Background: an optimization exercise with open tools, aiming at small area. Do not read the settings as production practice. In this exercise RTL edits were held to simulation tests only and were not proved equivalent to the original. The clock cells of runs 2 to 5 come from the design's own scripts or RTL, not from TritonCTS. The clock input has no modelled driver; a real chip could not lean on it and would need a root buffer or a full tree. No activity file was given, so power comes from the tool's default toggle rates.

===== flow/flow/x_c2_nf.abc =====
strash
balance
rewrite -l
refactor -l
balance -l
rewrite -l
rewrite -z -l
balance -l
refactor -z -l
rewrite -z -l
balance -l
&get -n
&dch -f
&nf -R 1000
&put

===== flow/flow/run.sh =====
#!/bin/bash
# Own layout flow: the standard flow (standard.sh) with
#  - synthesis: the standard script, but ABC maps the logic for area (flow/synth.tcl);
#  - port buffers: the smallest buffer (buf_1) instead of the default choice;
#  - clock tree: small clock buffers and no dummy loads.
# Each step's full output goes to a log file in the work folder.
set -euo pipefail
W=$PWD
F=$W/flow
DEF_CTS='-sink_clustering_enable -repair_clock_nets -dont_use_dummy_load -buf_list {sky130_fd_sc_hd__clkbuf_2 sky130_fd_sc_hd__clkbuf_4}'
export MY_ABC_SCRIPTS="$(ls $F/x_*.abc | tr "\n" " ")"
bash standard.sh SYNTH_SCRIPT=$F/synth.tcl SYNTH_HIERARCHICAL=1 synth > $W/log_synth.txt 2>&1
bash standard.sh SYNTH_SCRIPT=$F/synth.tcl SYNTH_HIERARCHICAL=1 \
  BUFFER_PORTS_ARGS="-buffer_cell sky130_fd_sc_hd__buf_1" \
  CTS_ARGS="${MY_CTS_ARGS:-$DEF_CTS}" \
  "${@:-finish}" > $W/log_layout.txt 2>&1

===== flow/flow/x_g_nf.abc =====
strash
&get -n
&st
&syn2
&synch2
&put
&get -n
&dch -f
&nf -R 1000
&put

===== flow/flow/x_c2_amap.abc =====
strash
balance
rewrite -l
refactor -l
balance -l
rewrite -l
rewrite -z -l
balance -l
refactor -z -l
rewrite -z -l
balance -l
dch -f
amap

===== flow/flow/x_ifr_nf.abc =====
strash
ifraig
dc2
balance
rewrite
refactor
balance
rewrite
rewrite -z
balance
refactor -z
rewrite -z
balance
&get -n
&dch -f
&nf -R 1000
&put

===== flow/flow/x_gd_nf.abc =====
strash
&get -n
&st
&dc2
&put
&get -n
&dch -f
&nf -R 1000
&put

===== flow/flow/synth.tcl =====
# synth_recipe.tcl (the standard synthesis) with one change: the ABC step maps the
# combinational logic with each script in MY_ABC_SCRIPTS and keeps the smallest result.
# Flip-flops are mapped by dfflibmap before ABC runs, so their cells and names are the
# standard synthesis's.
proc synth {args} { yosys synth -nofsm -noshare {*}$args }
proc abc {args} {
  set i [lsearch -exact $args -script]
  set libs {}
  foreach lib $::env(LIB_FILES) { append libs "-liberty $lib " }
  set best ""; set bestarea 1e18
  yosys design -save preabc
  foreach s $::env(MY_ABC_SCRIPTS) {
    yosys design -load preabc
    set a2 [lreplace $args [expr {$i+1}] [expr {$i+1}] $s]
    if {[catch {yosys abc {*}$a2} err]} { puts "MYABC $s failed"; continue }
    yosys opt_clean -purge
    set st [yosys tee -q -s result.string stat {*}$libs]
    if {![regexp {Chip area for top module '\\[^']*': ([0-9.]+)} $st -> area]} {
      if {![regexp {Chip area for module '\\[^']*': ([0-9.]+)} $st -> area]} { continue }
    }
    puts "MYABC $s area $area"
    if {$area < $bestarea} { set bestarea $area; set best $s }
  }
  puts "MYABC best $best $bestarea"
  yosys design -load preabc
  set a2 [lreplace $args [expr {$i+1}] [expr {$i+1}] $best]
  yosys abc {*}$a2
}
source $::env(SCRIPTS_DIR)/synth.tcl
# left out here: clear keep_hierarchy, flatten, clean up, hide names made inside functions, write 1_2_yosys.v

===== flow/flow/x_ifr_nfp.abc =====
strash
ifraig
dc2
balance
rewrite
refactor
balance
rewrite
rewrite -z
balance
refactor -z
rewrite -z
balance
&get -n
&nf -p -R 1000
&put

===== flow/standard.sh =====
#!/bin/bash
# synth_recipe.tcl (not shown) runs the flow's synth.tcl, then flattens the netlist and writes it again
# the make line also repeats each setting of config.mk as NAME=value (left out here)
make -C /OpenROAD-flow-scripts/flow DESIGN_CONFIG=/design/flow/config.mk WORK_HOME=/design/flow/orfs CLKGATE_MAP_FILE= SYNTH_SCRIPT=/design/flow/synth_recipe.tcl "${@:-finish}"

===== flow/design.v =====
module maze_display(
    input              clk,
    input      [15:0]  cmd,
    input      [9:0]   pixel_x,
    input      [9:0]   pixel_y,
    input              maze_done,
    output     [7:0]   pixel_color
);
    function [3:0] wmask(input integer c, input integer r);
        begin
            wmask = 4'b1111;
            if (r == 0) wmask[0] = 1'b0;
            if (r == 4) wmask[2] = 1'b0;
            if (c == 2) wmask[3] = 1'b0;
            if (c == 3) wmask[1] = 1'b0;
        end
    endfunction
    reg [2:0] colr [0:19];
    reg [3:0] wall [0:19];
    reg [2:0] code;
    always @* begin
        case (cmd[10:8])
            3'd0: code = 3'd5;    
            3'd1: code = 3'd1;    
            3'd2: code = 3'd7;    
            3'd3: code = 3'd3;    
            3'd4: code = 3'd6;    
            3'd5: code = 3'd2;    
            3'd6: code = 3'd4;    
            default: code = 3'bxxx;   
        endcase
    end
    genvar gc, gr;
    generate
        for (gr = 0; gr < 5; gr = gr + 1) begin : row
            for (gc = 0; gc < 4; gc = gc + 1) begin : col
                wire we = (cmd[15:14] == gc) && (cmd[13:11] == gr);
                always @(posedge clk)
                    if (we && cmd[10:8] != 3'd7) colr[gr*4+gc] <= code;
                always @(posedge clk)
                    if (we) wall[gr*4+gc] <= cmd[7:4];
            end
        end
    endgenerate
    wire [3:0] bx = pixel_x[9:6];
    wire [3:0] by = pixel_y[9:6];
    wire [5:0] xl = pixel_x[5:0];
    wire [5:0] yl = pixel_y[5:0];
    wire bx0 = (bx == 4'd0), bx1 = (bx == 4'd1), bx2 = (bx == 4'd2), bx3 = (bx == 4'd3);
    wire bx4 = (bx == 4'd4), bx6 = (bx == 4'd6);
    wire by0 = (by == 4'd0), by1 = (by == 4'd1), by2 = (by == 4'd2), by3 = (by == 4'd3);
    wire by4 = (by == 4'd4), by5 = (by == 4'd5);
    wire xl0   = (xl == 6'd0);
    wire xlle4 = (xl[5:3] == 3'd0) && !(xl[2] && (xl[1] || xl[0]));
    wire xlge60 = (xl[5:2] == 4'hF);
    wire yl0   = (yl == 6'd0);
    wire ylle4 = (yl[5:3] == 3'd0) && !(yl[2] && (yl[1] || yl[0]));
    wire ylge60 = (yl[5:2] == 4'hF);
    wire x64  = bx1 && xl0;
    wire x128 = bx2 && xl0;
    wire y128 = by2 && yl0;
    wire y192 = by3 && yl0;
    wire xlt65  = bx0 || x64;
    wire xlt128 = bx0 || bx1;
    wire xlt129 = xlt128 || x128;
    wire ymid1 = by1 || by2 || y192;            
    wire ymid2 = (by2 && !yl0) || y192;         
    wire sc0 = bx0 || (x64 && ymid1);
    wire sc1 = (bx1 && !(x64 && ymid1)) || (x128 && ymid2);
    wire sc2 = bx2 && !(x128 && ymid2);
    wire sc3 = bx3;
    wire y128a = y128 && !(!xlt65 && xlt128);   
    wire yq = y128a || (y192 && xlt129);        
    wire r0 = by0;
    wire r1 = by1 || y128a;
    wire r2 = (by2 && !y128a) || (y192 && xlt129);
    wire r3 = by3 && !(y192 && xlt129);
    wire r4 = by4;
    wire [3:0] sc = {sc3, sc2, sc1, sc0};
    wire [4:0] rr = {r4, r3, r2, r1, r0};
    localparam [7:0] MAPC = {2'd3, 2'd0, 2'd1, 2'd2};
    wire [19:0] sel;
    genvar si, sj;
    generate for (sj = 0; sj < 5; sj = sj + 1) begin : sr
        for (si = 0; si < 4; si = si + 1) begin : sc_
            assign sel[sj*4+si] = rr[sj] & sc[si];
        end
    end endgenerate
    wire [2:0] mc;
    wire [3:0] mw;
    wire g0_0;
    maze_aoi222 u_g0_0 (.a0(sel[0]), .b0(colr[2][0]), .a1(sel[1]), .b1(colr[1][0]), .a2(sel[2]), .b2(colr[0][0]), .y(g0_0));
    wire g0_1;
    maze_aoi222 u_g0_1 (.a0(sel[3]), .b0(colr[3][0]), .a1(sel[4]), .b1(colr[6][0]), .a2(sel[5]), .b2(colr[5][0]), .y(g0_1));
    wire g0_2;
    maze_aoi222 u_g0_2 (.a0(sel[6]), .b0(colr[4][0]), .a1(sel[7]), .b1(colr[7][0]), .a2(sel[8]), .b2(colr[10][0]), .y(g0_2));
    wire g0_3;
    maze_aoi222 u_g0_3 (.a0(sel[9]), .b0(colr[9][0]), .a1(sel[10]), .b1(colr[8][0]), .a2(sel[11]), .b2(colr[11][0]), .y(g0_3));
    wire g0_4;
    maze_aoi222 u_g0_4 (.a0(sel[12]), .b0(colr[14][0]), .a1(sel[13]), .b1(colr[13][0]), .a2(sel[14]), .b2(colr[12][0]), .y(g0_4));
    wire g0_5;
    maze_aoi222 u_g0_5 (.a0(sel[15]), .b0(colr[15][0]), .a1(sel[16]), .b1(colr[18][0]), .a2(sel[17]), .b2(colr[17][0]), .y(g0_5));
    wire g0_6;
    maze_aoi22 u_g0_6 (.a0(sel[18]), .b0(colr[16][0]), .a1(sel[19]), .b1(colr[19][0]), .y(g0_6));
    assign mc[0] = !(g0_0 & g0_1 & g0_2 & g0_3 & g0_4 & g0_5 & g0_6);
    wire g1_0;
    maze_aoi222 u_g1_0 (.a0(sel[0]), .b0(colr[2][1]), .a1(sel[1]), .b1(colr[1][1]), .a2(sel[2]), .b2(colr[0][1]), .y(g1_0));
    wire g1_1;
    maze_aoi222 u_g1_1 (.a0(sel[3]), .b0(colr[3][1]), .a1(sel[4]), .b1(colr[6][1]), .a2(sel[5]), .b2(colr[5][1]), .y(g1_1));
    wire g1_2;
    maze_aoi222 u_g1_2 (.a0(sel[6]), .b0(colr[4][1]), .a1(sel[7]), .b1(colr[7][1]), .a2(sel[8]), .b2(colr[10][1]), .y(g1_2));
    wire g1_3;
    maze_aoi222 u_g1_3 (.a0(sel[9]), .b0(colr[9][1]), .a1(sel[10]), .b1(colr[8][1]), .a2(sel[11]), .b2(colr[11][1]), .y(g1_3));
    wire g1_4;
    maze_aoi222 u_g1_4 (.a0(sel[12]), .b0(colr[14][1]), .a1(sel[13]), .b1(colr[13][1]), .a2(sel[14]), .b2(colr[12][1]), .y(g1_4));
    wire g1_5;
    maze_aoi222 u_g1_5 (.a0(sel[15]), .b0(colr[15][1]), .a1(sel[16]), .b1(colr[18][1]), .a2(sel[17]), .b2(colr[17][1]), .y(g1_5));
    wire g1_6;
    maze_aoi22 u_g1_6 (.a0(sel[18]), .b0(colr[16][1]), .a1(sel[19]), .b1(colr[19][1]), .y(g1_6));
    assign mc[1] = !(g1_0 & g1_1 & g1_2 & g1_3 & g1_4 & g1_5 & g1_6);
    wire g2_0;
    maze_aoi222 u_g2_0 (.a0(sel[0]), .b0(colr[2][2]), .a1(sel[1]), .b1(colr[1][2]), .a2(sel[2]), .b2(colr[0][2]), .y(g2_0));
    wire g2_1;
    maze_aoi222 u_g2_1 (.a0(sel[3]), .b0(colr[3][2]), .a1(sel[4]), .b1(colr[6][2]), .a2(sel[5]), .b2(colr[5][2]), .y(g2_1));
    wire g2_2;
    maze_aoi222 u_g2_2 (.a0(sel[6]), .b0(colr[4][2]), .a1(sel[7]), .b1(colr[7][2]), .a2(sel[8]), .b2(colr[10][2]), .y(g2_2));
    wire g2_3;
    maze_aoi222 u_g2_3 (.a0(sel[9]), .b0(colr[9][2]), .a1(sel[10]), .b1(colr[8][2]), .a2(sel[11]), .b2(colr[11][2]), .y(g2_3));
    wire g2_4;
    maze_aoi222 u_g2_4 (.a0(sel[12]), .b0(colr[14][2]), .a1(sel[13]), .b1(colr[13][2]), .a2(sel[14]), .b2(colr[12][2]), .y(g2_4));
    wire g2_5;
    maze_aoi222 u_g2_5 (.a0(sel[15]), .b0(colr[15][2]), .a1(sel[16]), .b1(colr[18][2]), .a2(sel[17]), .b2(colr[17][2]), .y(g2_5));
    wire g2_6;
    maze_aoi22 u_g2_6 (.a0(sel[18]), .b0(colr[16][2]), .a1(sel[19]), .b1(colr[19][2]), .y(g2_6));
    assign mc[2] = !(g2_0 & g2_1 & g2_2 & g2_3 & g2_4 & g2_5 & g2_6);
    wire g3_0;
    maze_aoi222 u_g3_0 (.a0(sel[4]), .b0(wall[6][0]), .a1(sel[5]), .b1(wall[5][0]), .a2(sel[6]), .b2(wall[4][0]), .y(g3_0));
    wire g3_1;
    maze_aoi222 u_g3_1 (.a0(sel[7]), .b0(wall[7][0]), .a1(sel[8]), .b1(wall[10][0]), .a2(sel[9]), .b2(wall[9][0]), .y(g3_1));
    wire g3_2;
    maze_aoi222 u_g3_2 (.a0(sel[10]), .b0(wall[8][0]), .a1(sel[11]), .b1(wall[11][0]), .a2(sel[12]), .b2(wall[14][0]), .y(g3_2));
    wire g3_3;
    maze_aoi222 u_g3_3 (.a0(sel[13]), .b0(wall[13][0]), .a1(sel[14]), .b1(wall[12][0]), .a2(sel[15]), .b2(wall[15][0]), .y(g3_3));
    wire g3_4;
    maze_aoi222 u_g3_4 (.a0(sel[16]), .b0(wall[18][0]), .a1(sel[17]), .b1(wall[17][0]), .a2(sel[18]), .b2(wall[16][0]), .y(g3_4));
    wire g3_5;
    assign g3_5 = !(sel[19] & wall[19][0]);
    assign mw[0] = !(g3_0 & g3_1 & g3_2 & g3_3 & g3_4 & g3_5);
    wire g4_0;
    maze_aoi222 u_g4_0 (.a0(sel[0]), .b0(wall[2][1]), .a1(sel[1]), .b1(wall[1][1]), .a2(sel[2]), .b2(wall[0][1]), .y(g4_0));
    wire g4_1;
    maze_aoi222 u_g4_1 (.a0(sel[4]), .b0(wall[6][1]), .a1(sel[5]), .b1(wall[5][1]), .a2(sel[6]), .b2(wall[4][1]), .y(g4_1));
    wire g4_2;
    maze_aoi222 u_g4_2 (.a0(sel[8]), .b0(wall[10][1]), .a1(sel[9]), .b1(wall[9][1]), .a2(sel[10]), .b2(wall[8][1]), .y(g4_2));
    wire g4_3;
    maze_aoi222 u_g4_3 (.a0(sel[12]), .b0(wall[14][1]), .a1(sel[13]), .b1(wall[13][1]), .a2(sel[14]), .b2(wall[12][1]), .y(g4_3));
    wire g4_4;
    maze_aoi222 u_g4_4 (.a0(sel[16]), .b0(wall[18][1]), .a1(sel[17]), .b1(wall[17][1]), .a2(sel[18]), .b2(wall[16][1]), .y(g4_4));
    assign mw[1] = !(g4_0 & g4_1 & g4_2 & g4_3 & g4_4);
    wire g5_0;
    maze_aoi222 u_g5_0 (.a0(sel[0]), .b0(wall[2][2]), .a1(sel[1]), .b1(wall[1][2]), .a2(sel[2]), .b2(wall[0][2]), .y(g5_0));
    wire g5_1;
    maze_aoi222 u_g5_1 (.a0(sel[3]), .b0(wall[3][2]), .a1(sel[4]), .b1(wall[6][2]), .a2(sel[5]), .b2(wall[5][2]), .y(g5_1));
    wire g5_2;
    maze_aoi222 u_g5_2 (.a0(sel[6]), .b0(wall[4][2]), .a1(sel[7]), .b1(wall[7][2]), .a2(sel[8]), .b2(wall[10][2]), .y(g5_2));
    wire g5_3;
    maze_aoi222 u_g5_3 (.a0(sel[9]), .b0(wall[9][2]), .a1(sel[10]), .b1(wall[8][2]), .a2(sel[11]), .b2(wall[11][2]), .y(g5_3));
    wire g5_4;
    maze_aoi222 u_g5_4 (.a0(sel[12]), .b0(wall[14][2]), .a1(sel[13]), .b1(wall[13][2]), .a2(sel[14]), .b2(wall[12][2]), .y(g5_4));
    wire g5_5;
    assign g5_5 = !(sel[15] & wall[15][2]);
    assign mw[2] = !(g5_0 & g5_1 & g5_2 & g5_3 & g5_4 & g5_5);
    wire g6_0;
    maze_aoi222 u_g6_0 (.a0(sel[1]), .b0(wall[1][3]), .a1(sel[2]), .b1(wall[0][3]), .a2(sel[3]), .b2(wall[3][3]), .y(g6_0));
    wire g6_1;
    maze_aoi222 u_g6_1 (.a0(sel[5]), .b0(wall[5][3]), .a1(sel[6]), .b1(wall[4][3]), .a2(sel[7]), .b2(wall[7][3]), .y(g6_1));
    wire g6_2;
    maze_aoi222 u_g6_2 (.a0(sel[9]), .b0(wall[9][3]), .a1(sel[10]), .b1(wall[8][3]), .a2(sel[11]), .b2(wall[11][3]), .y(g6_2));
    wire g6_3;
    maze_aoi222 u_g6_3 (.a0(sel[13]), .b0(wall[13][3]), .a1(sel[14]), .b1(wall[12][3]), .a2(sel[15]), .b2(wall[15][3]), .y(g6_3));
    wire g6_4;
    maze_aoi222 u_g6_4 (.a0(sel[17]), .b0(wall[17][3]), .a1(sel[18]), .b1(wall[16][3]), .a2(sel[19]), .b2(wall[19][3]), .y(g6_4));
    assign mw[3] = !(g6_0 & g6_1 & g6_2 & g6_3 & g6_4);
    wire incell = (bx[3:2] == 2'd0) && (by0 || by1 || by2 || by3 || by4);
    wire dN = ylle4 && !yq;
    wire dS = ylge60 || yq;
    wire dE = (xlge60 && !((y128 || y192) && xlt65))
            || (x64 && ymid1 && !y128 && !y192)
            || (x128 && ymid2);
    wire dW = xlle4 && !(x128 && ymid2) && !(y128 && bx3);
    wire hit = (dN && mw[0]) || (dE && mw[1]) || (dS && mw[2]) || (dW && mw[3]);
    wire ylt5 = by0 || by1 || by2 || by3 || by4;
    wire xle256 = bx0 || bx1 || bx2 || bx3 || (bx4 && xl0);
    wire ww = (bx0 && xlle4 && (ylt5 || (by5 && yl0)))
           || (((bx3 && xl[5:1] == 5'h1F) || (bx4 && xl[5:2] == 4'd0 && !(xl[1] && xl[0])))
               && !(by0 && yl[5:2] == 4'd0) && (by0 || by1 || by2 || by3 || (by4 && !(yl[5:1] == 5'h1F))))
           || (xle256 && ((by0 && ylle4) || (by4 && yl[5:1] == 5'h1F) || (by5 && yl0)));
    wire dn = bx6 && (by2 || y192);
    reg [2:0] k;
    reg       z;
    always @(posedge clk) begin
        z <= !(ww || incell || (dn && maze_done));
        k <= mc | {3{ww || hit}};
    end
    reg [7:0] pc;
    always @* begin
        case (k)
            3'd0: pc = 8'hE8;
            3'd1: pc = 8'hFC;
            3'd2: pc = 8'h03;
            3'd3: pc = 8'hE0;
            3'd4: pc = 8'h3E;
            3'd5: pc = 8'hFF;
            3'd6: pc = 8'h1C;
            default: pc = 8'h88;
        endcase
    end
    assign pixel_color = z ? 8'h00 : pc;
endmodule
module maze_aoi222(input a0, input b0, input a1, input b1, input a2, input b2, output y);
    assign y = !((a0 & b0) | (a1 & b1) | (a2 & b2));
endmodule
module maze_aoi22(input a0, input b0, input a1, input b1, output y);
    assign y = !((a0 & b0) | (a1 & b1));
endmodule

===== flow/flow/x_r1_nf.abc =====
strash
balance
rewrite
refactor
balance
rewrite
rewrite -z
balance
refactor -z
rewrite -z
balance
&get -n
&dch -f
&nf -R 1000
&put

===== flow/flow/x_r2_nfp.abc =====
strash
balance
rewrite
refactor
balance
rewrite
rewrite -z
balance
refactor -z
rewrite -z
balance
balance
rewrite
refactor
balance
rewrite
rewrite -z
balance
refactor -z
rewrite -z
balance
&get -n
&nf -p -R 1000
&put

===== flow/config.mk =====
export PLATFORM = sky130hd
export DESIGN_NAME = maze_display
export DESIGN_NICKNAME = maze_display
export VERILOG_FILES = /design/flow/design.v
export SDC_FILE = /design/flow/constraint.sdc
export NUM_CORES = 4
export LEC_CHECK = 0
export CAP_MARGIN = 20
export CORE_MARGIN = 2
export CORE_UTILIZATION = 40
export SLEW_MARGIN = 20

===== flow/constraint.sdc =====
create_clock -name core_clock -period 10.0 [get_ports {clk}]
set_input_delay 2.0000 -clock core_clock [delete_from_list [all_inputs] [get_ports {clk}]]
set_output_delay 2.0000 -clock core_clock [all_outputs]
set_load 0.01 [all_outputs]

==> results of run 1 <==
[worst paths after layout]
path	start	endpoint
worst max-delay path	pixel_y[3]	k[2]$_DFF_P_
worst max register to register	wall[13][3]$_DFFE_PP_	k[2]$_DFF_P_
worst min register to register	colr[13][0]$_DFFE_PP_	k[0]$_DFF_P_
worst min-delay path	colr[13][0]$_DFFE_PP_	k[0]$_DFF_P_
[worst register-to-register path: stages (launching register included)]
cell	delay [ns]
sky130_fd_sc_hd__edfxtp_1	0.40
sky130_fd_sc_hd__a222oi_1	0.40
sky130_fd_sc_hd__and3_1	0.27
sky130_fd_sc_hd__a31oi_1	0.10
sky130_fd_sc_hd__o311a_1	0.13
sky130_fd_sc_hd__a21oi_1	0.13
sky130_fd_sc_hd__nand4_1	0.20
sky130_fd_sc_hd__or3_1	0.42
[Yosys stat by module, one instance, submodules excluded]
| module | cells | copies in the design | area [sq um] |
|---|---|---|---|
| maze_aoi222 | 1 | 38 | 10.0 |
| maze_aoi22 | 1 | 3 | 7.51 |
| maze_display | 307 | 1 | 4660 |
[power groups by stage]
| stage | Clock [mW] | Sequential, mW | Combinational [mW] |
|---|---|---|---|
| final | 0.220 | 0.595 | 0.0434 |
| after detailed placement | 0 | 0.607 | 0.0435 |
| after global routing | 0.249 | 0.596 | 0.0480 |
| after floorplan | 0 | 0.605 | 0.0200 |
| after global placement | 0 | 0.606 | 0.0427 |
| after CTS | 0.227 | 0.595 | 0.0436 |
[metrics by stage]
step                      setup slack [ns]  instance area [sq um]  total power [mW]
final                                 4.52                   5560             0.858
after global routing                  4.40                   5560             0.893
after CTS                             4.65                   5560             0.866
after detailed placement              4.11                   5430             0.650
after global placement                4.10                   5430             0.649
after floorplan                       4.96                   5060             0.625
[cell type report]
class | instances | area (sq um) | share of cell area (%)
Tap cell | 172 | 215 | 3.87
Inverter | 3 | 11.3 | 0.203
Timing Repair Buffer | 41 | 154 | 2.77
Sequential cell | 126 | 3740 | 67.4
Multi-Input combinational cell | 218 | 1310 | 23.5
Clock buffer | 17 | 128 | 2.30
[cell usage after synthesis]
master	number
sky130_fd_sc_hd__a21oi_1	15
sky130_fd_sc_hd__nand2b_1	3
sky130_fd_sc_hd__o21ai_0	4
sky130_fd_sc_hd__and4_1	2
sky130_fd_sc_hd__nand2_1	20
sky130_fd_sc_hd__a22oi_1	3
sky130_fd_sc_hd__xor2_1	1
sky130_fd_sc_hd__clkinv_1	3
sky130_fd_sc_hd__a31oi_1	2
sky130_fd_sc_hd__edfxtp_1	122
sky130_fd_sc_hd__nor4bb_1	1
sky130_fd_sc_hd__nor4_1	8
sky130_fd_sc_hd__or2_0	2
sky130_fd_sc_hd__or3b_1	2
sky130_fd_sc_hd__buf_4	1
sky130_fd_sc_hd__nor2_1	50
sky130_fd_sc_hd__dfxtp_1	4
sky130_fd_sc_hd__nor2b_1	4
sky130_fd_sc_hd__nand4_1	6
sky130_fd_sc_hd__a222oi_1	38
sky130_fd_sc_hd__o22ai_1	2
sky130_fd_sc_hd__nor3_1	27
sky130_fd_sc_hd__or4_1	1
sky130_fd_sc_hd__nand3_1	11
sky130_fd_sc_hd__and3_1	2
sky130_fd_sc_hd__o311a_1	1
sky130_fd_sc_hd__o21a_1	1
sky130_fd_sc_hd__o32ai_1	1
sky130_fd_sc_hd__nand3b_1	2
sky130_fd_sc_hd__a211oi_1	3
sky130_fd_sc_hd__a32o_1	1
sky130_fd_sc_hd__or3_1	5
[sequential cells by signal, indices dropped and copies added, names as in the netlist]
signal	count
k	3
z	1
colr	60
wall	62
[cells by family (layout without fill, tap and decap cells)]
logic type / count (synthesis) / in the layout / share of synthesized area (%)
AO/OA/AOI/OAI: 71 / 71 / 11.5
XOR/XNOR: 1 / 1 / 0.173
buffers and inverters: 4 / 61 / 0.371
flip-flops: 126 / 126 / 74.0
AND/OR/NAND/NOR: 146 / 146 / 14.0
[layer usage]
layer / track usage, % / part of all wire (%) / vias to the layer above
met3: 4.46 / 7.2 / 25
met5: 0 / 0 / -
met1: 23.8 / 42 / 1679
li1: - / - / 1581
met2: 30.1 / 49 / 131
met4: 9.76 / 2.6 / 0
==> flow_summary.toml, run 1 <==
[timing]
slew_violations = 0
hold_viol = 0
post-route-min-period_ns = 5.48
setup_viol = 0
relSlewSlack_pct = 40.6
clock-skew-final_ns = 0.0201
worst_slew_pin_slew_ns = 0.890
holdWs_ns = 0.567
unrepaired_setup_endpoints_after_global_routing = "no"
fin_crit_sh_pct = 54.8
timing.setup.tns_ns = 0
max_freq_mhz = 183

[power]
power.static_leakage_nw = 1.62
swShare_pct = 20.9
cell_internal_power_mw = 0.679
switchingPower_mw = 0.180
share_clk_of_total_power_pct = 25.6
p_seq_share_pct = 69.3
max-vdd-ir-drop_uv = 71.4
power.share.combinational_pct = 5.1
cellPowerDensity_nw_per_um2 = 154

[finish]
fin_cells = 577
layout.core_utilization_pct = 44.6
final_common_cell = "sky130_fd_sc_hd__edfxtp_1"
area_growth_syn_to_layout_pct = 9.81
mostFrequentLayoutCells = "sky130_fd_sc_hd__edfxtp_1, sky130_fd_sc_hd__nor2_1, sky130_fd_sc_hd__buf_1, sky130_fd_sc_hd__a222oi_1, sky130_fd_sc_hd__nor3_1"
layout.filler_cells = 1143
num_antenna_cells = 0
drive_above_1_share_pct = 4.44
final_net_count = 445

[setup_path]
worstPathRequired_ns = 10.38
cp-start-kind = "primary input"
cell_family_contributing_the_most_delay_on_the_critical_path = "simple AND/OR/NAND/NOR gates"
crit_path_buf_inv_count = 1
critPathCaptureType = "register"
crit_top_cell = "sky130_fd_sc_hd__a21oi_1"
timing.setup.critical_path_class = "primary input to register"
setup.reg_to_reg.worst_slack_ns = 7.82
logic_depth_of_the_worst_path_buffers_included = 15
timing.critical_path.fanout_max = 7
cp_slowest_stage_delay_ns = 0.48
worstPathCellList = "buf_1 -> or3_1 -> or4_1 -> a21oi_1 -> a21oi_1 -> nor3_1 -> o21a_1 -> nor2_1 -> a222oi_1 -> and3_1 -> a31oi_1 -> o311a_1 -> a21oi_1 -> nand4_1 -> or3_1"
crit_slowest_cell = "sky130_fd_sc_hd__or4_1"
crit_arrival_ns = 5.86
timing.reg2reg.worst_path_depth = 7

[clocking]
cts-buffers-inserted = 17
cts_buffer_depth = 2
sinks_on_clock_net = 126
register_clock_pin_slew_on_the_reported_worst_setup_and_hold_paths_ns = 0.08
clock_insertion_delay_worst_skew_ns = 0.49
post_cts.repair.setup_buffers = 0
cts_hold_buf = 0
tritoncts = "done"
cts.repair.resized = 0
cts_root_buffer = "sky130_fd_sc_hd__clkbuf_4"
htree_num_levels = 4

[synthesis]
postSynthNetCount = 386
netlist.area_leader.share_pct = 72.4
synth.cell_area_sq_um = 5060
ys_top_cells_by_area = "sky130_fd_sc_hd__edfxtp_1, sky130_fd_sc_hd__a222oi_1, sky130_fd_sc_hd__nor2_1, sky130_fd_sc_hd__nor3_1, sky130_fd_sc_hd__dfxtp_1"
post_synth_num_cell_types = 32
post-synth-top-area-cell = "sky130_fd_sc_hd__edfxtp_1"
ys_ff_latch = 126
syn-mean-instance-area_sq_um = 14.5
syn_inst = 348
synth-warning-count = 11
synth_sequential_area_ratio_pct = 74.0

[drt]
number_of_violations_reported_at_the_end_of_detailed_routing_iteration_0 = 424
wl_per_cell_um = 20.6
final_antenna_net_count = 0
drt_pre_antenna_iters = 5
final_wirelength_um = 11900
drc = 0
post_drt_via_cell_ratio = 5.92
via_count = 3416

[floorplanning]
floorplan.die.width_um = 116
io_pins = 46
placeableCoreArea_sq_um = 12500
chipHeight_um = 116
placementRows = 41
floorplan_die_area_sq_um = 13600
floorplan.initialDensity_pct = 40.6

[placed_design]
io_buffer_count = 41
placed_cells = 560
detailedPlacementHpwl_um = 8530
place.gp.congestion = 0.850

[global_route]
grt_pass1_vias = 3293
grt_antenna_before_repair = 0
maximum_number_of_pins_on_one_net_before_global_route_repair = 21
grt-ovfl-total = 0
grt_first_pass_wirelength_um = 18000
grtUsageTotal_pct = 18.8

[flow_run]
max_cap_viol_count = 0

[hold_path]
min_path_cells = 3
class_of_the_worst_hold_path = "register to register"

[run_status]
outcome = "no timing/DRC/antenna violations"
==> inputs of run 2 (changes only) <==
==> flow/flow/run.sh (replaced) <==
#!/bin/bash
# Own layout flow: the standard flow (standard.sh) with
#  - synthesis: the standard script, but ABC maps the logic for area (flow/synth.tcl);
#  - port buffers: the smallest buffer (buf_1) instead of the default choice;
#  - clock tree: built by flow/cts.tcl: the flip-flops are split into four
#    groups by location, each driven by one clkbuf_16 that the clock port drives.
# Each step's full output goes to a log file in the work folder.
set -euo pipefail
W=$PWD
F=$W/flow
export MY_ABC_SCRIPTS="$(ls $F/x_*.abc | tr "\n" " ")"
bash standard.sh SYNTH_SCRIPT=$F/synth.tcl SYNTH_HIERARCHICAL=1 synth > $W/log_synth.txt 2>&1
ARGS=(SYNTH_SCRIPT=$F/synth.tcl SYNTH_HIERARCHICAL=1 BUFFER_PORTS_ARGS="-buffer_cell sky130_fd_sc_hd__buf_1")
bash standard.sh "${ARGS[@]}" place > $W/log_place.txt 2>&1
MY_RESULTS=$W/orfs/results/sky130hd/maze_display/base MY_LIB=$FLOW_HOME/platforms/sky130hd/lib/sky130_fd_sc_hd__tt_025C_1v80.lib \
  MY_PLATFORM_DIR=$FLOW_HOME/platforms/sky130hd MY_CLK=clk MY_CLKBUF=sky130_fd_sc_hd__clkbuf_16 MY_NGROUP=4 \
  openroad -no_init -exit $F/cts.tcl > $W/log_cts.txt 2>&1
bash standard.sh "${ARGS[@]}" finish > $W/log_layout.txt 2>&1
==> flow/flow/cts.tcl (new file) <==
# Clock tree step in place of ORFS's CTS: reads the placed design, builds the
# clock tree by hand (below), legalizes the placement and writes what ORFS's
# CTS step writes (4_1_cts.odb, 4_cts.sdc).
set R $::env(MY_RESULTS)
read_liberty $::env(MY_LIB)
read_db $R/3_place.odb
read_sdc $R/3_place.sdc
source $::env(MY_PLATFORM_DIR)/setRC.tcl
# Clock tree made by hand: the flip-flops are split into NGROUP groups by
# recursive bisection of their placed locations, and each group is driven by
# one clock buffer placed at the group's centre; the clock port drives the
# NGROUP buffers.
proc split_groups {flops n} {
  if {$n <= 1 || [llength $flops] < 2} { return [list $flops] }
  set xs {}; set ys {}
  foreach f $flops { set l [$f getLocation]; lappend xs [lindex $l 0]; lappend ys [lindex $l 1] }
  set w [expr {[tcl::mathfunc::max {*}$xs] - [tcl::mathfunc::min {*}$xs]}]
  set h [expr {[tcl::mathfunc::max {*}$ys] - [tcl::mathfunc::min {*}$ys]}]
  set k [expr {$w >= $h ? 0 : 1}]
  set sorted [lsort -command [list cmp_loc $k] $flops]
  set n1 [expr {$n / 2}]
  set cut [expr {int(round([llength $sorted] * double($n1) / $n))}]
  return [concat [split_groups [lrange $sorted 0 [expr {$cut-1}]] $n1] \
                 [split_groups [lrange $sorted $cut end] [expr {$n - $n1}]]]
}
proc cmp_loc {k a b} {
  set la [lindex [$a getLocation] $k]; set lb [lindex [$b getLocation] $k]
  if {$la < $lb} { return -1 } elseif {$la > $lb} { return 1 }
  return [string compare [$a getName] [$b getName]]
}
set block [ord::get_db_block]
set db [ord::get_db]
set clknet [$block findNet $::env(MY_CLK)]
set flops {}
foreach it [$clknet getITerms] {
  lappend flops [$it getInst]
}
set flops [lsort -command {cmp_loc 0} $flops]
puts "clock sinks: [llength $flops]"
set master [$db findMaster $::env(MY_CLKBUF)]
set groups [split_groups $flops $::env(MY_NGROUP)]
set gi 0
foreach g $groups {
  set sx 0; set sy 0
  foreach f $g { set l [$f getLocation]; incr sx [lindex $l 0]; incr sy [lindex $l 1] }
  set cx [expr {$sx / [llength $g]}]; set cy [expr {$sy / [llength $g]}]
  set buf [odb::dbInst_create $block $master "clkbuf_manual_$gi"]
  set net [odb::dbNet_create $block "clk_manual_$gi"]
  $net setSigType CLOCK
  [$buf findITerm A] connect $clknet
  [$buf findITerm X] connect $net
  foreach f $g {
    set it [$f findITerm CLK]
    $it disconnect
    $it connect $net
  }
  $buf setLocation $cx $cy
  $buf setPlacementStatus PLACED
  puts "group $gi: [llength $g] flops, buffer at $cx $cy"
  incr gi
}

set_propagated_clock [all_clocks]
detailed_placement
check_placement -verbose
estimate_parasitics -placement
report_clock_skew
report_worst_slack -min
report_worst_slack -max
report_check_types -max_slew -max_capacitance -violators
write_db $R/4_1_cts.odb
write_sdc -no_timestamp $R/4_cts.sdc
==> flow/flow/x_ifrdeep.abc (new file) <==
strash
ifraig
dc2
balance
rewrite
refactor
balance
rewrite
rewrite -z
balance
refactor -z
rewrite -z
balance
&get -n
&deepsyn -I 10 -J 20 -S 1
&put
&get -n
&dch -f
&nf -R 1000
&put
==> run 2 against run 1 <==
Effect of this change: via count shrank 2.5%; synthesized area shrank 0.37%; routed wire length shrank 4.4%; critical path depth grew 3; flip-flop and latch count is the same; clock skew shrank 0.011 ns; utilization shrank 0.37 points; synthesized cell count shrank 2.0%; power shrank 3.1%; still clean on timing, DRC and antenna; worst setup slack lost 1.8 ns; final area shrank 0.83%.
==> flow_summary.toml, run 2 <==
[global_route]
grt_first_pass_wirelength_um = 17500
grt_antenna_before_repair = 0
maximum_number_of_pins_on_one_net_before_global_route_repair = 33
grt-ovfl-total = 0
grtUsageTotal_pct = 16.9
grt_pass1_vias = 3197

[finish]
largest_reg_flops = 62
final_net_count = 426
num_antenna_cells = 0
regArea_sq_um = 3740
layout.filler_cells = 1160
final_common_cell = "sky130_fd_sc_hd__edfxtp_1"
largest_registers = "wall (62), colr (60), k (3)"
area_growth_syn_to_layout_pct = 9.31
regMostFlops = "wall"
drive_above_1_share_pct = 1.30
mostFrequentLayoutCells = "sky130_fd_sc_hd__edfxtp_1, sky130_fd_sc_hd__nor2_1, sky130_fd_sc_hd__buf_1, sky130_fd_sc_hd__a222oi_1, sky130_fd_sc_hd__nor3_1"
area_of_the_multi_input_gates_sq_um = 1280
layout.core_utilization_pct = 44.2

[drt]
final_wirelength_um = 11400
wl_per_cell_um = 20.4
post_drt_via_cell_ratio = 5.97
drt_pre_antenna_iters = 5
number_of_violations_reported_at_the_end_of_detailed_routing_iteration_0 = 478
via_count = 3331
final_antenna_net_count = 0
drc = 0

[synthesis]
synthTopCellsByCount = "sky130_fd_sc_hd__edfxtp_1, sky130_fd_sc_hd__nor2_1, sky130_fd_sc_hd__a222oi_1, sky130_fd_sc_hd__nor3_1, sky130_fd_sc_hd__nand2_1"
async_flop_share_pct = 0
synth.cell_area_sq_um = 5040
ys_top_cells_by_area = "sky130_fd_sc_hd__edfxtp_1, sky130_fd_sc_hd__a222oi_1, sky130_fd_sc_hd__nor2_1, sky130_fd_sc_hd__nor3_1, sky130_fd_sc_hd__dfxtp_1"
post_synth_num_cell_types = 35
number_of_synthesized_flops_with_an_enable_pin = 122
netlist.area_leader.share_pct = 72.7
post-synth-top-area-cell = "sky130_fd_sc_hd__edfxtp_1"
syn_inst = 341
postSynthNetCount = 379
syn-mean-instance-area_sq_um = 14.8
yosys.cell_count.top_type = "sky130_fd_sc_hd__edfxtp_1"
synth_sequential_area_ratio_pct = 74.2
synth-warning-count = 11
ys_ff_latch = 126
ys_dominant_reg_cell = "sky130_fd_sc_hd__edfxtp_1"

[timing]
relSlewSlack_pct = 44.4
holdWs_ns = 0.578
clock-skew-final_ns = 0.00895
hold_viol = 0
setup_viol = 0
post-route-min-period_ns = 7.30
worst_slew_pin_slew_ns = 0.834
max_freq_mhz = 137
fin_crit_sh_pct = 73.0
timing.setup.tns_ns = 0
slew_violations = 0
unrepaired_setup_endpoints_after_global_routing = "no"
fin_ws_ns = 2.70

[setup_path]
crit_top_cell = "sky130_fd_sc_hd__a21oi_1"
worstPathCellList = "buf_1 -> or3_1 -> nor4_1 -> nor2b_1 -> o311a_1 -> nor2_1 -> a211o_1 -> a21boi_0 -> nor4_1 -> a21oi_1 -> nor2_1 -> a222oi_1 -> nand4_1 -> a21oi_1 -> a21oi_1 -> a311oi_1 -> o221ai_1 -> or3_1"
worstPathRequired_ns = 10.06
cp_slowest_stage_delay_ns = 0.54
timing.critical_path.fanout_max = 7
crit_arrival_ns = 7.37
critPathCaptureType = "register"
timing.setup.critical_path_class = "primary input to register"
timing.reg2reg.worst_path_depth = 7
cp-start-kind = "primary input"
crit_slowest_cell = "sky130_fd_sc_hd__a21boi_0"

[hold_path]
class_of_the_worst_hold_path = "register to register"
min_path_cells = 3

[floorplanning]
chipHeight_um = 116
placeableCoreArea_sq_um = 12500
floorplan.die.width_um = 116
floorplan.initialDensity_pct = 40.4
floorplan_die_area_sq_um = 13500
io_pins = 46
placementRows = 41

[run_status]
outcome = "no timing/DRC/antenna violations"

[power]
power.static_leakage_nw = 1.59
max-vdd-ir-drop_uv = 115
cellPowerDensity_nw_per_um2 = 151

[clocking]
clock_insertion_delay_worst_skew_ns = 0.17
register_clock_pin_slew_on_the_reported_worst_setup_and_hold_paths_ns = 0.11

[placed_design]
place_ws_ns = 2.59
io_buffer_count = 41
detailedPlacementHpwl_um = 8210
place.gp.congestion = 0.850

[flow_run]
max_cap_viol_count = 0
==> run 2: cell count changes in the layout (fill, tap and decap cells not counted), moves of 4 or more <==
cell,before,now
sky130_fd_sc_hd__clkbuf_4,17,0
sky130_fd_sc_hd__a21oi_1,15,9
sky130_fd_sc_hd__nand2_1,20,14
sky130_fd_sc_hd__clkbuf_16,0,4
sky130_fd_sc_hd__or3_1,5,9
==> run 2: routing by layer <==
metal	part of all wire [%]	routed length, um	vias to the layer above	GRT usage, %
li1	-	-	1532	-
met1	45	5160	1623	25.8
met2	44	5050	152	27.1
met3	8.1	923	24	1.50
met4	2.2	248	0	2.86
met5	0	0	-	0
==> run 2: final timing paths <==
path / start / endpoint / slack, ns
worst min-delay path: colr[13][1]$_DFFE_PP_ / k[1]$_DFF_P_ / 0.58
worst max-delay path: pixel_y[3] / k[2]$_DFF_P_ / 2.70
worst max register to register: wall[6][0]$_DFFE_PP_ / k[2]$_DFF_P_ / 7.64
worst min register to register: colr[13][1]$_DFFE_PP_ / k[1]$_DFF_P_ / 0.58
==> run 2: worst max-delay path: cells and delay by family <==
kind,cells,cell delay [ns]
buf+inv,1,0.08
compound gates,9,2.83
simple gates,8,2.45
==> run 2: cells by family after synthesis <==
kind of cell           after synthesis  synth area share (%)
AND/OR/NAND/NOR                    144                  14.0
flip-flops                         126                  74.2
AO/OA/AOI/OAI                       66                  11.2
buffers and inverters                4                 0.372
XOR/XNOR                             1                 0.174
==> run 2: through the flow <==
stage	cell area [sq um]	std cells	total power [mW]
final	5510	558	0.832
after global routing	5510	558	0.859
after detailed placement	5410	554	0.651
after global placement	5410	554	0.650
after floorplan	5040	341	0.626
==> run 2: power breakdown <==
| group | internal (mW) | total, mW | switching, mW |
|---|---|---|---|
| clock network | 0.0745 | 0.193 | 0.119 |
| registers | 0.591 | 0.595 | 0.00344 |
| logic | 0.0101 | 0.0440 | 0.0339 |
| total | 0.676 | 0.832 | 0.156 |
==> run 2: Yosys stat by module, one instance, submodules excluded <==
module / flops+latches / area, sq um / copies in the design / cells
maze_aoi222: 0 / 10.0 / 38 / 1
maze_display: 126 / 4640 / 1 / 300
maze_aoi22: 0 / 7.51 / 3 / 1
==> run 2: layout make-up <==
cell class | instances | area share, %
timing repair buffer | 42 | 2.93
sequential | 126 | 67.9
tap | 172 | 3.90
inverter | 3 | 0.204
buffer | 4 | 1.82
multi-input combinational | 211 | 23.2
==> inputs of run 3 (changes only) <==
--- a/flow/design.v
+++ b/flow/design.v
@@ -181,7 +181,6 @@
     wire g6_4;
     maze_aoi222 u_g6_4 (.a0(sel[17]), .b0(wall[17][3]), .a1(sel[18]), .b1(wall[16][3]), .a2(sel[19]), .b2(wall[19][3]), .y(g6_4));
     assign mw[3] = !(g6_0 & g6_1 & g6_2 & g6_3 & g6_4);
-    wire incell = (bx[3:2] == 2'd0) && (by0 || by1 || by2 || by3 || by4);
     wire dN = ylle4 && !yq;
     wire dS = ylge60 || yq;
     wire dE = (xlge60 && !((y128 || y192) && xlt65))
@@ -189,17 +188,18 @@
             || (x128 && ymid2);
     wire dW = xlle4 && !(x128 && ymid2) && !(y128 && bx3);
     wire hit = (dN && mw[0]) || (dE && mw[1]) || (dS && mw[2]) || (dW && mw[3]);
-    wire ylt5 = by0 || by1 || by2 || by3 || by4;
     wire xle256 = bx0 || bx1 || bx2 || bx3 || (bx4 && xl0);
-    wire ww = (bx0 && xlle4 && (ylt5 || (by5 && yl0)))
-           || (((bx3 && xl[5:1] == 5'h1F) || (bx4 && xl[5:2] == 4'd0 && !(xl[1] && xl[0])))
-               && !(by0 && yl[5:2] == 4'd0) && (by0 || by1 || by2 || by3 || (by4 && !(yl[5:1] == 5'h1F))))
-           || (xle256 && ((by0 && ylle4) || (by4 && yl[5:1] == 5'h1F) || (by5 && yl0)));
+    wire yle320 = by0 || by1 || by2 || by3 || by4 || (by5 && yl0);
+    wire x257 = bx4 && (xl == 6'd1 || xl == 6'd2);
+    wire y4to317 = !(by0 && yl[5:2] == 4'd0) && (by0 || by1 || by2 || by3 || (by4 && !(yl[5:1] == 5'h1F)));
+    wire pic = (xle256 && yle320) || (x257 && y4to317);
+    wire ww = (bx0 && xlle4) || (bx3 && xl[5:1] == 5'h1F) || bx4
+           || (by0 && ylle4) || (by4 && yl[5:1] == 5'h1F) || by5;
     wire dn = bx6 && (by2 || y192);
     reg [2:0] k;
     reg       z;
     always @(posedge clk) begin
-        z <= !(ww || incell || (dn && maze_done));
+        z <= !(pic || (dn && maze_done));
         k <= mc | {3{ww || hit}};
     end
     reg [7:0] pc;
==> run 3 against run 2 <==
Effect of this change: still clean on timing, DRC and antenna; global-route usage down 0.15 points; register-to-register slack got worse by 0.30 ns; final area barely moved; utilization is essentially flat; largest power group unchanged.
==> flow_summary.toml, run 3 <==
[timing]
hold_viol = 0
max_freq_mhz = 143
post-route-min-period_ns = 7.00
clock-skew-final_ns = 0.00774
timing.setup.tns_ns = 0
relSlewSlack_pct = 46.4
slew_violations = 0
unrepaired_setup_endpoints_after_global_routing = "no"
worst_slew_pin_slew_ns = 0.804
fin_crit_sh_pct = 70.0
setup_viol = 0

[drt]
drt_pre_antenna_iters = 6
wl_per_cell_um = 19.9
via_count = 3340
final_antenna_net_count = 0
number_of_violations_reported_at_the_end_of_detailed_routing_iteration_0 = 355
drc = 0
post_drt_via_cell_ratio = 5.87
final_wirelength_um = 11300

[synthesis]
syn_inst = 352
post-synth-top-area-cell = "sky130_fd_sc_hd__edfxtp_1"
synth_sequential_area_ratio_pct = 74.2
yosys.cell_count.top_type = "sky130_fd_sc_hd__edfxtp_1"
async_flop_share_pct = 0
post_synth_num_cell_types = 30
synth.cell_area_sq_um = 5040
ys_dominant_reg_cell = "sky130_fd_sc_hd__edfxtp_1"
ys_top_cells_by_area = "sky130_fd_sc_hd__edfxtp_1, sky130_fd_sc_hd__a222oi_1, sky130_fd_sc_hd__nor2_1, sky130_fd_sc_hd__nor3_1, sky130_fd_sc_hd__nand2_1"
synth-warning-count = 11
synthTopCellsByCount = "sky130_fd_sc_hd__edfxtp_1, sky130_fd_sc_hd__nor2_1, sky130_fd_sc_hd__a222oi_1, sky130_fd_sc_hd__nor3_1, sky130_fd_sc_hd__nand2_1"
syn-mean-instance-area_sq_um = 14.3
netlist.area_leader.share_pct = 72.6
number_of_synthesized_flops_with_an_enable_pin = 122
postSynthNetCount = 390
ys_ff_latch = 126

[clocking]
register_clock_pin_slew_on_the_reported_worst_setup_and_hold_paths_ns = 0.11
clock_insertion_delay_worst_skew_ns = 0.17

[setup_path]
worstPathRequired_ns = 10.04
logic_depth_of_the_worst_path_buffers_included = 22
cp_slowest_stage_delay_ns = 0.55
timing.setup.critical_path_class = "primary input to register"
timing.reg2reg.worst_path_depth = 9
cp-start-kind = "primary input"
cell_family_contributing_the_most_delay_on_the_critical_path = "simple AND/OR/NAND/NOR gates"
crit_slowest_cell = "sky130_fd_sc_hd__or4_1"
crit_top_cell = "sky130_fd_sc_hd__a21oi_1"
crit_path_buf_inv_count = 2
worstPathCellList = "buf_1 -> nor2_1 -> nand2_1 -> nor4_1 -> nor2_1 -> a21oi_1 -> nor2_1 -> a21oi_1 -> clkinv_1 -> a21oi_1 -> nor2_1 -> a21oi_1 -> nor2_1 -> a222oi_1 -> nand4_1 -> a21oi_1 -> nand2_1 -> nand2_1 -> a21oi_1 -> or4_1 -> a311oi_1 -> nand2_1"
crit_arrival_ns = 7.05
timing.critical_path.fanout_max = 7
critPathCaptureType = "register"

[global_route]
grt_pass1_vias = 3255
grt.met3_usage_pct = 1.04
grt_antenna_before_repair = 0
busiest_layer = "met2"
grtUsageTotal_pct = 16.8
grt_util_met1_pct = 23.5
met2_usage_pct = 29.3
grt_first_pass_wirelength_um = 17500
grt-ovfl-total = 0
maximum_number_of_pins_on_one_net_before_global_route_repair = 33

[floorplanning]
placeableCoreArea_sq_um = 12500
floorplan_die_area_sq_um = 13500
chipHeight_um = 116
io_pins = 46
floorplan.initialDensity_pct = 40.5
placementRows = 41
floorplan.die.width_um = 116

[finish]
final_common_cell = "sky130_fd_sc_hd__edfxtp_1"
final_net_count = 437
num_antenna_cells = 0
mostFrequentLayoutCells = "sky130_fd_sc_hd__edfxtp_1, sky130_fd_sc_hd__nor2_1, sky130_fd_sc_hd__buf_1, sky130_fd_sc_hd__a222oi_1, sky130_fd_sc_hd__nor3_1"
largest_registers = "wall (62), colr (60), k (3)"
largest_reg_flops = 62
regMostFlops = "wall"
area_growth_syn_to_layout_pct = 9.30
drive_above_1_share_pct = 1.26

[placed_design]
detailedPlacementHpwl_um = 8330
io_buffer_count = 41
place.gp.congestion = 0.832

[power]
power.static_leakage_nw = 1.58
max-vdd-ir-drop_uv = 86.8
totalPowerFinal_mw = 0.834
cellPowerDensity_nw_per_um2 = 151

[hold_path]
class_of_the_worst_hold_path = "register to register"
min_path_cells = 4

[run_status]
outcome = "no timing/DRC/antenna violations"

[flow_run]
max_cap_viol_count = 0
-- run 3: cells by family after synthesis --
group | after synthesis | synth area share [%]
buf+inv | 4 | 0.372
flops | 126 | 74.2
xor+xnor | 1 | 0.174
compound gates | 67 | 10.8
simple gates | 154 | 14.4
-- run 3: power breakdown --
part,internal (mW),switching (mW),total (mW)
clock network,0.0744,0.118,0.193
registers,0.592,0.00372,0.596
logic,0.0109,0.0351,0.0459
-- run 3: modules after synthesis (local to each module, per instance) --
module / area [sq um] / flops+latches
maze_display: 4640 / 126
maze_aoi222: 10.0 / 0
maze_aoi22: 7.51 / 0
-- run 3: metrics by stage --
stage	hold slack (ns)	util (%)	cell area, sq um	instances	setup WS, ns
2_1_floorplan	0.524	-	5040	352	4.18
3_3_place_gp	0.608	43.4	5410	565	2.92
3_5_place_dp	0.609	43.4	5410	565	2.81
5_1_grt	0.693	44.2	5510	569	2.39
6_report	0.639	44.2	5510	569	3.00
-- run 3: worst reg2reg max path: cells and delay by family, from the launching register on --
family | cells | cell delay, ns
AO/OA/AOI/OAI | 4 | 1.15
flip-flops | 1 | 0.39
AND/OR/NAND/NOR | 5 | 0.99
-- run 3: routing by layer --
| metal | vias up | share of wire (%) |
|---|---|---|
| met1 | 1639 | 43 |
| met2 | 139 | 48 |
| li1 | 1548 | - |
| met5 | - | 0 |
| met4 | 0 | 1.9 |
| met3 | 14 | 7.2 |
-- run 3: path summary, 6_finish.rpt --
| path | slack, ns | start | to |
|---|---|---|---|
| setup / recovery | 3.00 | pixel_y[8] | k[2]$_DFF_P_ |
| hold / removal | 0.64 | colr[6][0]$_DFFE_PP_ | k[0]$_DFF_P_ |
| setup reg to reg | 7.34 | wall[6][0]$_DFFE_PP_ | k[2]$_DFF_P_ |
| hold reg to reg | 0.64 | colr[6][0]$_DFFE_PP_ | k[0]$_DFF_P_ |
-- run 3: cell type report --
| cell class | count | area (sq um) |
|---|---|---|
| fillers | 1130 | 6950 |
| flip-flops and latches | 126 | 3740 |
| multi-input cells | 222 | 1280 |
| well taps | 172 | 215 |
| repair buffers | 42 | 161 |
| plain buffers | 4 | 100 |
| inverters | 3 | 11.3 |
==> inputs of run 4 (changes only) <==
==> flow/flow/run.sh (replaced) <==
#!/bin/bash
# Own layout flow: the standard flow (standard.sh) with
#  - synthesis: the standard script, but ABC maps the logic for area (flow/synth.tcl);
#  - port buffers: the smallest buffer (buf_1) instead of the default choice;
#  - clock tree: built by flow/cts.tcl: the flip-flops are split into four
#    groups by location, each driven by one buf_12 that the clock port drives.
# Each step's full output goes to a log file in the work folder.
set -euo pipefail
W=$PWD
F=$W/flow
export MY_ABC_SCRIPTS="$(ls $F/x_*.abc | tr "\n" " ")"
bash standard.sh SYNTH_SCRIPT=$F/synth.tcl SYNTH_HIERARCHICAL=1 synth > $W/log_synth.txt 2>&1
ARGS=(SYNTH_SCRIPT=$F/synth.tcl SYNTH_HIERARCHICAL=1 BUFFER_PORTS_ARGS="-buffer_cell sky130_fd_sc_hd__buf_1")
bash standard.sh "${ARGS[@]}" place > $W/log_place.txt 2>&1
MY_RESULTS=$W/orfs/results/sky130hd/maze_display/base MY_LIB=$FLOW_HOME/platforms/sky130hd/lib/sky130_fd_sc_hd__tt_025C_1v80.lib \
  MY_PLATFORM_DIR=$FLOW_HOME/platforms/sky130hd MY_CLK=clk MY_CLKBUF=sky130_fd_sc_hd__buf_12 MY_NGROUP=4 \
  openroad -no_init -exit $F/cts.tcl > $W/log_cts.txt 2>&1
bash standard.sh "${ARGS[@]}" finish > $W/log_layout.txt 2>&1
==> run 4 against run 3 <==
Effect of this change: register-to-register slack about the same; combinational power is essentially flat; utilization shrank 0.16 points; final cell count is the same.
==> flow_summary.toml, run 4 <==
[finish]
layout.filler_cells = 1132
mostFrequentLayoutCells = "sky130_fd_sc_hd__edfxtp_1, sky130_fd_sc_hd__nor2_1, sky130_fd_sc_hd__buf_1, sky130_fd_sc_hd__a222oi_1, sky130_fd_sc_hd__nor3_1"
regMostFlops = "wall"
largest_reg_flops = 62
regArea_sq_um = 3740
largest_registers = "wall (62), colr (60), k (3)"
drive_above_1_share_pct = 1.26
fin_cells = 569
num_antenna_cells = 0
final_common_cell = "sky130_fd_sc_hd__edfxtp_1"
final_net_count = 437
stdcell_area_sq_um = 5490
area_growth_syn_to_layout_pct = 8.91
area_of_the_multi_input_gates_sq_um = 1280

[placed_design]
placed_cells = 565
placedInstanceArea_sq_um = 5410
io_buffer_count = 41
detailedPlacementHpwl_um = 8330
place.gp.congestion = 0.832

[setup_path]
worstPathRequired_ns = 10.02
timing.setup.critical_path_class = "primary input to register"
timing.critical_path.fanout_max = 7
crit_arrival_ns = 7.02
timing.reg2reg.worst_path_depth = 9
critPathCaptureType = "register"
cp-start-kind = "primary input"

[synthesis]
synthTopCellsByCount = "sky130_fd_sc_hd__edfxtp_1, sky130_fd_sc_hd__nor2_1, sky130_fd_sc_hd__a222oi_1, sky130_fd_sc_hd__nor3_1, sky130_fd_sc_hd__nand2_1"
ys_top_cells_by_area = "sky130_fd_sc_hd__edfxtp_1, sky130_fd_sc_hd__a222oi_1, sky130_fd_sc_hd__nor2_1, sky130_fd_sc_hd__nor3_1, sky130_fd_sc_hd__nand2_1"
syn_inst = 352
syn-mean-instance-area_sq_um = 14.3
number_of_synthesized_flops_with_an_enable_pin = 122
ys_ff_latch = 126
post-synth-top-area-cell = "sky130_fd_sc_hd__edfxtp_1"
synth-warning-count = 11
postSynthNetCount = 390
yosys.cell_count.top_type = "sky130_fd_sc_hd__edfxtp_1"
synth_sequential_area_ratio_pct = 74.2
post_synth_num_cell_types = 30
netlist.area_leader.share_pct = 72.6
async_flop_share_pct = 0
ys_dominant_reg_cell = "sky130_fd_sc_hd__edfxtp_1"
synth.cell_area_sq_um = 5040

[timing]
hold_viol = 0
unrepaired_setup_endpoints_after_global_routing = "no"
clock-skew-final_ns = 0.00669
slew_violations = 0
post-route-min-period_ns = 7.00
worst_slew_pin_slew_ns = 0.803
relSlewSlack_pct = 46.5
fin_crit_sh_pct = 70.0
timing.setup.tns_ns = 0
setup_viol = 0
max_freq_mhz = 143

[power]
totalPowerFinal_mw = 0.826
power.static_leakage_nw = 1.57
cellPowerDensity_nw_per_um2 = 150
max-vdd-ir-drop_uv = 82.3

[global_route]
grt_first_pass_wirelength_um = 17500
grt_pass1_vias = 3251
grt_antenna_before_repair = 0
grt-ovfl-total = 0
maximum_number_of_pins_on_one_net_before_global_route_repair = 33
grtUsageTotal_pct = 16.8

[floorplanning]
floorplan.initialDensity_pct = 40.5
placeableCoreArea_sq_um = 12500
floorplan_die_area_sq_um = 13500
io_pins = 46
floorplan.die.width_um = 116
chipHeight_um = 116
placementRows = 41

[drt]
final_antenna_net_count = 0
final_wirelength_um = 11400
via_count = 3339
number_of_violations_reported_at_the_end_of_detailed_routing_iteration_0 = 359
drc = 0
drt_pre_antenna_iters = 5
wl_per_cell_um = 20.1
post_drt_via_cell_ratio = 5.87

[hold_path]
min_path_cells = 4
class_of_the_worst_hold_path = "register to register"

[run_status]
outcome = "no timing/DRC/antenna violations"

[flow_run]
max_cap_viol_count = 0

[clocking]
clock_insertion_delay_worst_skew_ns = 0.15
register_clock_pin_slew_on_the_reported_worst_setup_and_hold_paths_ns = 0.12
-- run 4: path summary, 6_finish.rpt --
check,from,endpoint,slack (ns)
max,pixel_y[8],k[2]$_DFF_P_,3.00
min,colr[6][0]$_DFFE_PP_,k[0]$_DFF_P_,0.64
max reg2reg,wall[6][0]$_DFFE_PP_,k[2]$_DFF_P_,7.34
min reg2reg,colr[6][0]$_DFFE_PP_,k[0]$_DFF_P_,0.64
-- run 4: cells by family (layout without fill, tap and decap cells) --
kind of cell	Yosys count	count (layout)	synth area share [%]
and+or+nand+nor	154	154	14.4
buffers and inverters	4	49	0.372
DFF	126	126	74.2
AOI/OAI and AO/OA	67	67	10.8
xor gates and xnor gates	1	1	0.174
-- run 4: per-stage QoR --
| stage | setup WS (ns) | hold WS, ns | utilization (%) |
|---|---|---|---|
| finish | 3.00 | 0.636 | 44.1 |
| floorplan | 4.18 | 0.524 | - |
| detailed placement | 2.81 | 0.609 | 43.4 |
| global placement | 2.92 | 0.608 | 43.4 |
| global route | 2.36 | 0.696 | 44.1 |
-- run 4: worst max-delay path, stage by stage --
cell and delay, ns:
sky130_fd_sc_hd__buf_1 0.09, sky130_fd_sc_hd__nor2_1 0.22, sky130_fd_sc_hd__nand2_1 0.13, sky130_fd_sc_hd__nor4_1 0.46, sky130_fd_sc_hd__nor2_1 0.13, sky130_fd_sc_hd__a21oi_1 0.19, sky130_fd_sc_hd__nor2_1 0.15, sky130_fd_sc_hd__a21oi_1 0.30
sky130_fd_sc_hd__clkinv_1 0.11, sky130_fd_sc_hd__a21oi_1 0.36, sky130_fd_sc_hd__nor2_1 0.10, sky130_fd_sc_hd__a21oi_1 0.39, sky130_fd_sc_hd__nor2_1 0.25, sky130_fd_sc_hd__a222oi_1 0.47, sky130_fd_sc_hd__nand4_1 0.18, sky130_fd_sc_hd__a21oi_1 0.19
sky130_fd_sc_hd__nand2_1 0.09, sky130_fd_sc_hd__nand2_1 0.07, sky130_fd_sc_hd__a21oi_1 0.06, sky130_fd_sc_hd__or4_1 0.55, sky130_fd_sc_hd__a311oi_1 0.41, sky130_fd_sc_hd__nand2_1 0.11
-- run 4: final cells by class --
cell class	count	area share, %
flip-flops and latches	126	68.2
multi-input cells	222	23.3
well taps	172	3.92
repair buffers	42	2.94
plain buffers	4	1.46
inverters	3	0.205
-- run 4: metal layers --
layer | global-route usage (%) | share of wire (%)
met1 | 23.6 | 44
met2 | 29.3 | 48
met3 | 1.04 | 6.8
met4 | 3.33 | 2.0
met5 | 0 | 0
-- run 4: Yosys stat by module, one instance, submodules excluded --
module | area (sq um) | cells inside | flops+latches
maze_aoi22 | 7.51 | 1 | 0
maze_display | 4640 | 311 | 126
maze_aoi222 | 10.0 | 1 | 0
-- run 4: report_power, final --
group,total (mW),leakage (nW),switching [mW],internal [mW]
logic,0.0461,0.377,0.0352,0.0109
clock network,0.184,0.0376,0.118,0.0654
registers,0.596,1.15,0.00371,0.592
==> inputs of run 5 (changes only) <==
--- a/flow/design.v
+++ b/flow/design.v
@@ -196,15 +196,11 @@
     wire ww = (bx0 && xlle4) || (bx3 && xl[5:1] == 5'h1F) || bx4
            || (by0 && ylle4) || (by4 && yl[5:1] == 5'h1F) || by5;
     wire dn = bx6 && (by2 || y192);
-    reg [2:0] k;
-    reg       z;
-    always @(posedge clk) begin
-        z <= !(pic || (dn && maze_done));
-        k <= mc | {3{ww || hit}};
-    end
+    wire [2:0] kd = mc | {3{ww || hit}};
+    wire       zd = !(pic || (dn && maze_done));
     reg [7:0] pc;
     always @* begin
-        case (k)
+        case (kd)
             3'd0: pc = 8'hE8;
             3'd1: pc = 8'hFC;
             3'd2: pc = 8'h03;
@@ -214,8 +210,11 @@
             3'd6: pc = 8'h1C;
             default: pc = 8'h88;
         endcase
+        if (zd) pc = 8'h00;
     end
-    assign pixel_color = z ? 8'h00 : pc;
+    reg [6:0] pcr;
+    always @(posedge clk) pcr <= {pc[7:3], pc[1:0]};
+    assign pixel_color = {pcr[6:2], pcr[3], pcr[1:0]};
 endmodule
 module maze_aoi222(input a0, input b0, input a1, input b1, input a2, input b2, output y);
     assign y = !((a0 & b0) | (a1 & b1) | (a2 & b2));
==> run 5 against run 4 <==
Effect of this change: largest cell class unchanged; sequential share of layout area is 0.44 points higher; clock skew is 0.0042 ns higher; critical endpoint is now pcr[1]$_SDFF_PN0_; synthesized cell count is 1.1% lower; hold slack better by 0.098 ns.
==> flow_summary.toml, run 5 <==
[hold_path]
min_path_cells = 5
class_of_the_worst_hold_path = "register to register"
hp-start = "colr[13][1]$_DFFE_PP_"

[drt]
drc = 0
wl_per_cell_um = 20.9
number_of_violations_reported_at_the_end_of_detailed_routing_iteration_0 = 529
post_drt_via_cell_ratio = 6.13
via_count = 3464
drt_pre_antenna_iters = 5
final_antenna_net_count = 0

[synthesis]
post_synth_num_cell_types = 30
netlist.area_leader.share_pct = 71.9
synth_compound_gate_area_share_pct = 10.8
synthTopCellsByCount = "sky130_fd_sc_hd__edfxtp_1, sky130_fd_sc_hd__nor2_1, sky130_fd_sc_hd__a222oi_1, sky130_fd_sc_hd__nor3_1, sky130_fd_sc_hd__nand2_1"
async_flop_share_pct = 0
ys_top_cells_by_area = "sky130_fd_sc_hd__edfxtp_1, sky130_fd_sc_hd__a222oi_1, sky130_fd_sc_hd__nor2_1, sky130_fd_sc_hd__dfxtp_1, sky130_fd_sc_hd__nor3_1"
ys_ff_latch = 129
synthXorXnorAreaFrac_pct = 0.172
synth.cell_area_sq_um = 5100
synth_sequential_area_ratio_pct = 74.6
post-synth-top-area-cell = "sky130_fd_sc_hd__edfxtp_1"
muxShareOfSynthArea_pct = 0
syn-mean-instance-area_sq_um = 14.6
postSynthNetCount = 386

[floorplanning]
floorplan.die.width_um = 117
chipHeight_um = 117
io_pins = 46

[global_route]
maximum_number_of_pins_on_one_net_before_global_route_repair = 34
grt-ovfl-total = 0
grt_first_pass_wirelength_um = 17800
grt_antenna_before_repair = 0

[finish]
final_common_cell = "sky130_fd_sc_hd__edfxtp_1"
regMostFlops = "wall"
largest_reg_flops = 62
area_growth_syn_to_layout_pct = 8.81
largest_registers = "wall (62), colr (60), pcr (7)"
fin_cells = 565
drive_above_1_share_pct = 1.27
regArea_sq_um = 3800
area_of_the_multi_input_gates_sq_um = 1270

[setup_path]
cp-start-kind = "primary input"
setup.reg_to_reg.worst_slack_ns = 7.09
r2r-start = "wall[2][2]$_DFFE_PP_"
rr_endpoint = "pcr[1]$_SDFF_PN0_"
cell_family_contributing_the_most_delay_on_the_critical_path = "simple AND/OR/NAND/NOR gates"
crit_slowest_cell = "sky130_fd_sc_hd__o21ai_0"
worstPathRequired_ns = 10.08

[power]
swShare_pct = 19.1
share_clk_of_total_power_pct = 22.4
power.share.combinational_pct = 5.5
cellPowerDensity_nw_per_um2 = 151
switchingPower_mw = 0.161
totalPowerFinal_mw = 0.840
p_seq_share_pct = 72.1

[timing]
worst_slew_pin_slew_ns = 1.05
post-route-min-period_ns = 6.74
timing.setup.tns_ns = 0
setup_viol = 0
holdWs_ns = 0.734
hold_viol = 0
clock-skew-final_ns = 0.0109
slew_violations = 0
unrepaired_setup_endpoints_after_global_routing = "no"

[placed_design]
detailedPlacementHpwl_um = 8450
place_ws_ns = 3.17
io_buffer_count = 41
placed_cells = 561

[clocking]
clock_insertion_delay_worst_skew_ns = 0.15
register_clock_pin_slew_on_the_reported_worst_setup_and_hold_paths_ns = 0.12

[flow_run]
max_cap_viol_count = 0

[run_status]
outcome = "no timing/DRC/antenna violations"
-- run 5: power by group through the flow --
stage | combinational (mW) | clock, mW | sequential (mW)
finish | 0.0461 | 0.188 | 0.606
global route | 0.0516 | 0.208 | 0.607
detailed placement | 0.0462 | 0 | 0.618
global placement | 0.0449 | 0 | 0.618
floorplan | 0.0207 | 0 | 0.617
-- run 5: modules after synthesis, one instance, submodules excluded --
module        flip-flops and latches  cells inside  cell area, sq um  copies in the design
maze_aoi222                        0             1              10.0                    38
maze_aoi22                         0             1              7.51                     3
maze_display                     129           307              4690                     1
-- run 5: area by class of cell --
type                            instances  share of cell area (%)
Multi-Input combinational cell        215                    23.0
Buffer                                  4                    1.44
Tap cell                              172                    3.88
Sequential cell                       129                    68.6
Timing Repair Buffer                   42                    2.91
Inverter                                3                   0.203
-- run 5: kinds of logic after synthesis --
group           count (synthesis)
simple gates                  149
xor+xnor                        1
buf+inv                         4
compound gates                 65
flops                         129
-- run 5: worst register-to-register path, stage by stage (launching register included) --
cell and delay [ns]:
sky130_fd_sc_hd__edfxtp_1 0.38, sky130_fd_sc_hd__a222oi_1 0.43, sky130_fd_sc_hd__and3_1 0.25, sky130_fd_sc_hd__nand3_1 0.10, sky130_fd_sc_hd__a21oi_1 0.16, sky130_fd_sc_hd__a21oi_1 0.05
sky130_fd_sc_hd__a2111oi_0 0.36, sky130_fd_sc_hd__o311ai_0 0.33, sky130_fd_sc_hd__or3_1 0.49, sky130_fd_sc_hd__nor2_1 0.11, sky130_fd_sc_hd__nor2_1 0.06, sky130_fd_sc_hd__o22ai_1 0.10
-- run 5: worst max path at each step --
| stage | from | endpoint | slack [ns] | cells after the start |
|---|---|---|---|---|
| global placement | pixel_y[8] | pcr[1]$_SDFF_PN0_ | 3.27 | 20 |
| global route | pixel_y[8] | pcr[1]$_SDFF_PN0_ | 2.71 | 21 |
| finish | pixel_y[8] | pcr[1]$_SDFF_PN0_ | 3.26 | 20 |
| detailed placement | pixel_y[8] | pcr[1]$_SDFF_PN0_ | 3.17 | 20 |
| floorplan | pixel_y[4] | pcr[1]$_SDFF_PN0_ | 4.29 | 24 |
-- run 5: layer usage --
metal,wire length (um),vias up,global-route usage (%)
met3,1210,19,2.16
met5,0,-,0
met1,4910,1705,25.1
li1,-,1546,-
met4,208,0,2.51
met2,5480,194,28.4

==> static timing again, ports no longer ideal <==
In the flow no input, the clock included, has a driving cell. The finished layouts below were timed again as built, in two steps. Step 1 assumes that a clkbuf_16 drives the clock port and a buf_2 every other input. Step 2, shift: input delay + t, output delay - t, t = (earliest + latest rising clock arrival at the registers) / 2. This alone moves slack from input paths to output paths. Slacks: no drivers / after step 1 / after step 2; pairs: no drivers / after step 1.
run	shift t [ns]	setup slack, ns
run 1	0.525	4.522 / 4.532 / 4.007
run 2	0.246	2.696 / 2.752 / 2.506
run 3	0.245	2.997 / 3.055 / 2.810
run 4	0.232	2.996 / 3.065 / 2.833
run 5	0.230	3.256 / 3.322 / 3.092
After both steps setup and hold are still met in every run listed.
